What follows belongs to an exercise in optimizing a design on an open flow for small area, a short achievable clock period and few clock cycles; a production flow would make more cautious choices. No activity file was given, so power comes from the tool's default toggle rates.

==> flow/design.v <==
`timescale 1ns / 1ps
module SimpleCPU(clk, rst, data_fromRAM, wrEn, addr_toRAM, data_toRAM);
input clk, rst;
input wire [31:0] data_fromRAM;
output wire wrEn;
output wire [9:0] addr_toRAM;
output wire [31:0] data_toRAM;
localparam ADD = 3'd0, NAND = 3'd1, SRL = 3'd2, LT = 3'd3,
           CP  = 3'd4, CPI  = 3'd5, BZJ = 3'd6, MUL = 3'd7;
localparam S_FW  = 3'd0,   
           S_DEC = 3'd1,   
           S_G1  = 3'd2,
           S_G2  = 3'd3,
           S_G3  = 3'd4,
           S_EX  = 3'd5,   
           S_M   = 3'd6,   
           S_BT  = 3'd7;   
reg [2:0]  state;
reg [9:0]  pc;
reg [9:0]  addr;
reg        wr;
reg [2:0]  op;
reg        im;
reg [9:0]  fa;
reg [31:0] r1, r2;
reg [4:0]  cnt;
reg        first, sleft, sodd, sbig;
reg        rs;            
reg        ltf;           
reg        ltw;           
wire [31:0] d = data_fromRAM;
assign wrEn       = wr & ~rst;
assign addr_toRAM = addr;
assign data_toRAM = ltw ? {31'd0, ltf} : r2;
wire [9:0] pc1 = pc + 10'd1;
reg  [1:0]  xsel;    
reg         xand;    
reg         xneg;
reg  [2:0]  ysel;    
reg         cin;
reg  [31:0] ay;
wire [31:0] m1 = ({32{xsel == 2'd1}} & ({32{~xand}} | r2))
               | ({32{xsel == 2'd3}} & {18'd0, 14'h3fff});
wire [31:0] m2 = {32{xsel == 2'd2}};
wire [31:0] ax = ((d & m1) | ({d[30:0], 1'b0} & m2)) ^ {32{xneg}};
always @(*) begin
	case (ysel)
	3'd1: ay = r2;
	3'd2: ay = {r2[29:0], 2'b00};
	3'd3: ay = {1'b0, r2[31:1]};
	3'd4: ay = {2'b00, r2[31:2]};
	default: ay = 32'd0;
	endcase
end
wire [33:0] asum0 = {1'b0, ax, 1'b1} + {1'b0, ay, cin};
wire [32:0] asum = asum0[33:1];
wire       mwin = sleft;
wire [2:0] bd = mwin ? {r1[17:16] & {2{~first}}, r1[15]} : r1[31:29];
wire booth_zero = (bd == 3'b000) || (bd == 3'b111);
wire booth_two  = (bd == 3'b011) || (bd == 3'b100);
wire booth_neg  = bd[2] && !booth_zero;
function [4:0] srl_cnt(input [5:0] n);
	srl_cnt = {1'b0, n[4:1]} + {4'd0, n[0] & ~n[5]};
endfunction
reg [2:0]  state_n;
reg        wr_n;
reg [4:0]  cnt_n;
reg        first_n, sleft_n, sodd_n, sbig_n;
reg        a_A, a_B, a_pc1, a_pc, a_sum;
reg [9:0]  addr_n;
wire dec_big = |d[13:6];
wire g2_big  = |d[31:6];
wire g2_short = ~|d[31:16];
wire dop_is_mul = (d[31:29] == MUL);
wire [4:0] g2_cnt = g2_big ? 5'd0 : srl_cnt(d[5:0]);
wire is_alu = (op == ADD) || (op == NAND) || (op == LT);
always @(*) begin
	state_n   = state;
	wr_n      = 1'b0;
	cnt_n     = cnt - 5'd1;
	first_n   = first;
	sleft_n   = sleft;
	sodd_n    = sodd;
	sbig_n    = sbig;
	a_A       = 1'b0;
	a_B       = 1'b0;
	a_pc1     = 1'b0;
	a_pc      = 1'b0;
	a_sum     = 1'b0;
	xsel      = 2'd0;
	xneg      = 1'b0;
	xand      = 1'b0;
	ysel      = 3'd1;
	cin       = 1'b0;
	case (state)
	S_FW: state_n = S_DEC;
	S_DEC: begin
		xsel      = 2'd3;
		ysel      = 3'd0;
		first_n   = 1'b1;
		sleft_n   = dop_is_mul | d[5];
		sodd_n    = d[0];
		sbig_n    = dec_big;
		cnt_n     = dop_is_mul ? 5'd8 : (dec_big ? 5'd1 : srl_cnt(d[5:0]) + 5'd1);
		if (wr && addr == pc) begin
			a_pc    = 1'b1;
			state_n = S_FW;
		end else if (d[28] && d[31:29] == CP) begin
			a_pc1   = 1'b1;
			state_n = S_EX;
		end else begin
			a_A     = d[28] && d[31:29] != CPI;
			a_B     = !(d[28] && d[31:29] != CPI);
			state_n = S_G1;
		end
	end
	S_G1: begin
		state_n = S_G2;
		if (im && is_alu) begin
			a_pc1   = 1'b1;
			state_n = S_EX;
		end else if (im && (op == MUL || op == SRL)) begin
			a_pc1   = (cnt == 5'd1);
			state_n = S_M;
		end else if (op == CP) begin
			a_pc1   = 1'b1;
			state_n = S_EX;
		end else if (op == BZJ && !im) begin
			a_pc1   = 1'b1;
		end else if (op == BZJ) begin
			xsel    = 2'd0;
			ysel    = 3'd1;
			a_sum   = 1'b1;
		end
	end
	S_G2: begin
		state_n = S_EX;
		case (op)
		ADD, NAND, LT: begin
			xsel  = 2'd1;
			ysel  = 3'd0;
			a_pc1 = 1'b1;
		end
		MUL: begin
			sleft_n = g2_short;
			cnt_n   = g2_short ? 5'd8 : 5'd15;
			state_n = S_M;
		end
		SRL: begin
			sleft_n = d[5];
			sodd_n  = d[0];
			sbig_n  = g2_big;
			cnt_n   = (g2_cnt == 5'd0) ? 5'd1 : g2_cnt;
			state_n = (g2_cnt == 5'd0) ? S_G3 : S_M;
		end
		CPI: if (im) begin
			xsel  = 2'd1;
			ysel  = 3'd0;
			a_pc1 = 1'b1;
		end else begin
			a_B     = 1'b1;
			state_n = S_G3;
		end
		BZJ: if (im) begin
			xsel    = 2'd1;
			a_sum   = 1'b1;
			state_n = (d[9:0] == 10'd0) ? S_DEC : S_FW;
		end else if (d != 32'd0) begin
			state_n = S_DEC;
		end else begin
			state_n = S_BT;
		end
		default: ;
		endcase
	end
	S_G3: begin
		a_pc1   = 1'b1;
		state_n = (op == SRL) ? S_M : S_EX;
	end
	S_EX: begin
		wr_n    = 1'b1;
		state_n = S_DEC;
		case (op)
		ADD: xsel = 2'd1;
		LT: begin
			xsel    = 2'd1;
			xneg    = 1'b1;
		end
		NAND: begin
			xsel  = 2'd1;
			xand  = 1'b1;
			xneg  = 1'b1;
			ysel  = 3'd0;
		end
		CP: if (!im) begin
			xsel  = 2'd1;
			ysel  = 3'd0;
		end
		CPI: if (im) a_B = 1'b1; else begin
			xsel  = 2'd1;
			ysel  = 3'd0;
		end
		default: ;
		endcase
	end
	S_M: begin
		first_n = 1'b0;
		if (op == MUL) begin
			xsel     = booth_zero ? 2'd0 : (booth_two ? 2'd2 : 2'd1);
			xneg     = booth_neg;
			cin      = booth_neg;
			ysel     = first ? 3'd0 : 3'd2;
		end else if (sbig) begin
			ysel  = 3'd0;
		end else if (first) begin
			xsel  = (sleft && sodd) ? 2'd2 : 2'd1;
			ysel  = 3'd0;
		end else begin
			ysel   = sleft ? 3'd2 : (sodd ? 3'd3 : 3'd4);
			sodd_n = 1'b0;
		end
		a_pc1 = (cnt == 5'd1);
		if (cnt == 5'd0) begin
			wr_n    = 1'b1;
			state_n = S_DEC;
		end
	end
	S_BT: begin
		first_n = 1'b0;
		if (!first) begin
			a_B     = 1'b1;
			state_n = S_FW;
		end
	end
	endcase
	if (rst) wr_n = 1'b0;
	if (rs) begin
		state_n = S_FW;
		wr_n    = 1'b0;
	end
	addr_n = ({10{a_A}}   & d[23:14])
	       | ({10{a_B}}   & d[9:0])
	       | ({10{a_pc1}} & pc1)
	       | ({10{a_pc}}  & pc)
	       | ({10{a_sum}} & asum[9:0])
	       | ({10{!(a_A || a_B || a_pc1 || a_pc || a_sum)}} & fa);
	if (rs) addr_n = 10'd0;
end
always @(posedge clk) begin
	state <= state_n;
	addr  <= addr_n;
	if (rs || a_pc1 || a_sum || (state == S_BT && !first)) pc <= addr_n;
	rs    <= rst;
	ltw   <= (state == S_EX) && (op == LT);
	wr    <= wr_n;
	cnt   <= cnt_n;
	first <= first_n;
	sleft <= sleft_n;
	sodd  <= sodd_n;
	ltf   <= asum[32];
	sbig  <= sbig_n;
	if (state == S_DEC) begin
		op <= d[31:29];
		im <= d[28];
		fa <= d[23:14];
	end
	if (state == S_DEC || state == S_G2) r1 <= d;
	else                                 r1 <= {r1[29:0], 2'b00};
	r2    <= asum[31:0];
end
endmodule
Settings: LEC_CHECK=0, CAP_MARGIN=20, CORE_MARGIN=2, CORE_UTILIZATION=40, SLEW_MARGIN=20; clock period 10.0 ns.
standard.sh (not shown) runs the stock make flow with config.mk's settings and CLKGATE_MAP_FILE= SYNTH_SCRIPT=/design/flow/synth_recipe.tcl, a recipe that flattens the netlist after the stock synthesis.
==> flow/flow/run.sh <==
#!/bin/bash
# Standard ORFS layout, with repair_timing aiming past the clock period the
# SDC states so that the achieved period gets as short as the design allows,
# and plain buffers on the ports.
set -euo pipefail
export SETUP_SLACK_MARGIN=5.5
export CTS_ARGS="-sink_clustering_enable -repair_clock_nets -dont_use_dummy_load"
export BUFFER_PORTS_ARGS="-buffer_cell sky130_fd_sc_hd__buf_2"
bash standard.sh > standard.log 2>&1
Change:
--- a/flow/design.v
+++ b/flow/design.v
@@ -24,16 +24,15 @@
 reg [9:0]  fa;
 reg [31:0] r1, r2;
 reg [4:0]  cnt;
 reg        first, sleft, sodd, sbig;
 reg        rs;            
-reg        ltf;           
-reg        ltw;           
+wire       ltf = sodd;    
 wire [31:0] d = data_fromRAM;
 assign wrEn       = wr & ~rst;
 assign addr_toRAM = addr;
-assign data_toRAM = ltw ? {31'd0, ltf} : r2;
+assign data_toRAM = r2;
 wire [9:0] pc1 = pc + 10'd1;
 reg  [1:0]  xsel;    
 reg         xand;    
 reg         xneg;
 reg  [2:0]  ysel;    
@@ -50,12 +49,27 @@
 	3'd3: ay = {1'b0, r2[31:1]};
 	3'd4: ay = {2'b00, r2[31:2]};
 	default: ay = 32'd0;
 	endcase
 end
-wire [33:0] asum0 = {1'b0, ax, 1'b1} + {1'b0, ay, cin};
-wire [32:0] asum = asum0[33:1];
+wire [31:0] ag0 = ax & ay;
+wire [31:0] ap0 = ax ^ ay;
+reg  [31:0] ag, ap;
+integer ai, al, aj;
+always @(*) begin
+	ag = ag0;
+	ap = ap0;
+	ag[0] = ag0[0] | (ap0[0] & cin);
+	for (al = 1; al < 32; al = al * 2)
+		for (ai = 0; ai < 32; ai = ai + 1)
+			if ((ai / al) % 2 == 1) begin
+				aj = (ai / al) * al - 1;
+				ag[ai] = ag[ai] | (ap[ai] & ag[aj]);
+				ap[ai] = ap[ai] & ap[aj];
+			end
+end
+wire [32:0] asum = {ag[31], ap0 ^ {ag[30:0], cin}};
 wire       mwin = sleft;
 wire [2:0] bd = mwin ? {r1[17:16] & {2{~first}}, r1[15]} : r1[31:29];
 wire booth_zero = (bd == 3'b000) || (bd == 3'b111);
 wire booth_two  = (bd == 3'b011) || (bd == 3'b100);
 wire booth_neg  = bd[2] && !booth_zero;
@@ -114,12 +128,14 @@
 			state_n = S_G1;
 		end
 	end
 	S_G1: begin
 		state_n = S_G2;
-		if (im && is_alu) begin
-			a_pc1   = 1'b1;
+		if (im && is_alu && op != LT) begin
+			a_pc1   = 1'b1;
+			state_n = S_EX;
+		end else if (im && op == LT) begin
 			state_n = S_EX;
 		end else if (im && (op == MUL || op == SRL)) begin
 			a_pc1   = (cnt == 5'd1);
 			state_n = S_M;
 		end else if (op == CP) begin
@@ -137,23 +153,24 @@
 		state_n = S_EX;
 		case (op)
 		ADD, NAND, LT: begin
 			xsel  = 2'd1;
 			ysel  = 3'd0;
-			a_pc1 = 1'b1;
+			a_pc1 = (op != LT);
 		end
 		MUL: begin
 			sleft_n = g2_short;
 			cnt_n   = g2_short ? 5'd8 : 5'd15;
 			state_n = S_M;
 		end
 		SRL: begin
 			sleft_n = d[5];
 			sodd_n  = d[0];
 			sbig_n  = g2_big;
-			cnt_n   = (g2_cnt == 5'd0) ? 5'd1 : g2_cnt;
-			state_n = (g2_cnt == 5'd0) ? S_G3 : S_M;
+			cnt_n   = g2_cnt;
+			a_pc1   = (g2_cnt == 5'd0);
+			state_n = S_M;
 		end
 		CPI: if (im) begin
 			xsel  = 2'd1;
 			ysel  = 3'd0;
 			a_pc1 = 1'b1;
@@ -173,20 +190,25 @@
 		default: ;
 		endcase
 	end
 	S_G3: begin
 		a_pc1   = 1'b1;
-		state_n = (op == SRL) ? S_M : S_EX;
+		state_n = S_EX;
 	end
 	S_EX: begin
 		wr_n    = 1'b1;
 		state_n = S_DEC;
 		case (op)
 		ADD: xsel = 2'd1;
 		LT: begin
 			xsel    = 2'd1;
 			xneg    = 1'b1;
+			sodd_n  = asum[32];
+			wr_n    = 1'b0;
+			a_pc1   = 1'b1;
+			cnt_n   = 5'd0;
+			state_n = S_M;
 		end
 		NAND: begin
 			xsel  = 2'd1;
 			xand  = 1'b1;
 			xneg  = 1'b1;
@@ -203,11 +225,14 @@
 		default: ;
 		endcase
 	end
 	S_M: begin
 		first_n = 1'b0;
-		if (op == MUL) begin
+		if (op == LT) begin
+			ysel     = 3'd0;
+			cin      = ltf;
+		end else if (op == MUL) begin
 			xsel     = booth_zero ? 2'd0 : (booth_two ? 2'd2 : 2'd1);
 			xneg     = booth_neg;
 			cin      = booth_neg;
 			ysel     = first ? 3'd0 : 3'd2;
 		end else if (sbig) begin
@@ -249,17 +274,15 @@
 always @(posedge clk) begin
 	state <= state_n;
 	addr  <= addr_n;
 	if (rs || a_pc1 || a_sum || (state == S_BT && !first)) pc <= addr_n;
 	rs    <= rst;
-	ltw   <= (state == S_EX) && (op == LT);
 	wr    <= wr_n;
 	cnt   <= cnt_n;
 	first <= first_n;
 	sleft <= sleft_n;
 	sodd  <= sodd_n;
-	ltf   <= asum[32];
 	sbig  <= sbig_n;
 	if (state == S_DEC) begin
 		op <= d[31:29];
 		im <= d[28];
 		fa <= d[23:14];
Outcome:
- combinational power rises by about 20%
- synthesized cell count goes down by 14%
- worst hold slack got worse by 11 ps
- clock-buffer cell count drops by 8
- total power rises by about 3%
- design area drops by 9.7%
- clock power decreases by about 34%
No run of this note included a check of the RTL's function; only the layout flow was run.

## re-timing with driven ports
In the flow no input, the clock included, has a driving cell. The finished layouts below were timed again as built, in two steps. Step 1, drivers: a clkbuf_16 drives clk and a buf_2 each remaining input, both assumed. Step 2 moves the port delays by t, midway between the first and last clock arrival at a register: inputs arrive t later, outputs are due t later. That takes back most of the time a late clock gives input paths. Three values: ideal, step 1, step 2; two values: the first two.
run	shift t [ns]	setup slack, ns	worst setup path at the end
the first run	0.458	5.612 / 5.616 / 5.158	input to register
the second run	0.394	5.419 / 5.414 / 5.019	input to register
After both steps every run listed still meets setup and hold. For the first run, which loses most, drivers alone change the setup slack by +0.004 ns; drivers and shift together by -0.454 ns.
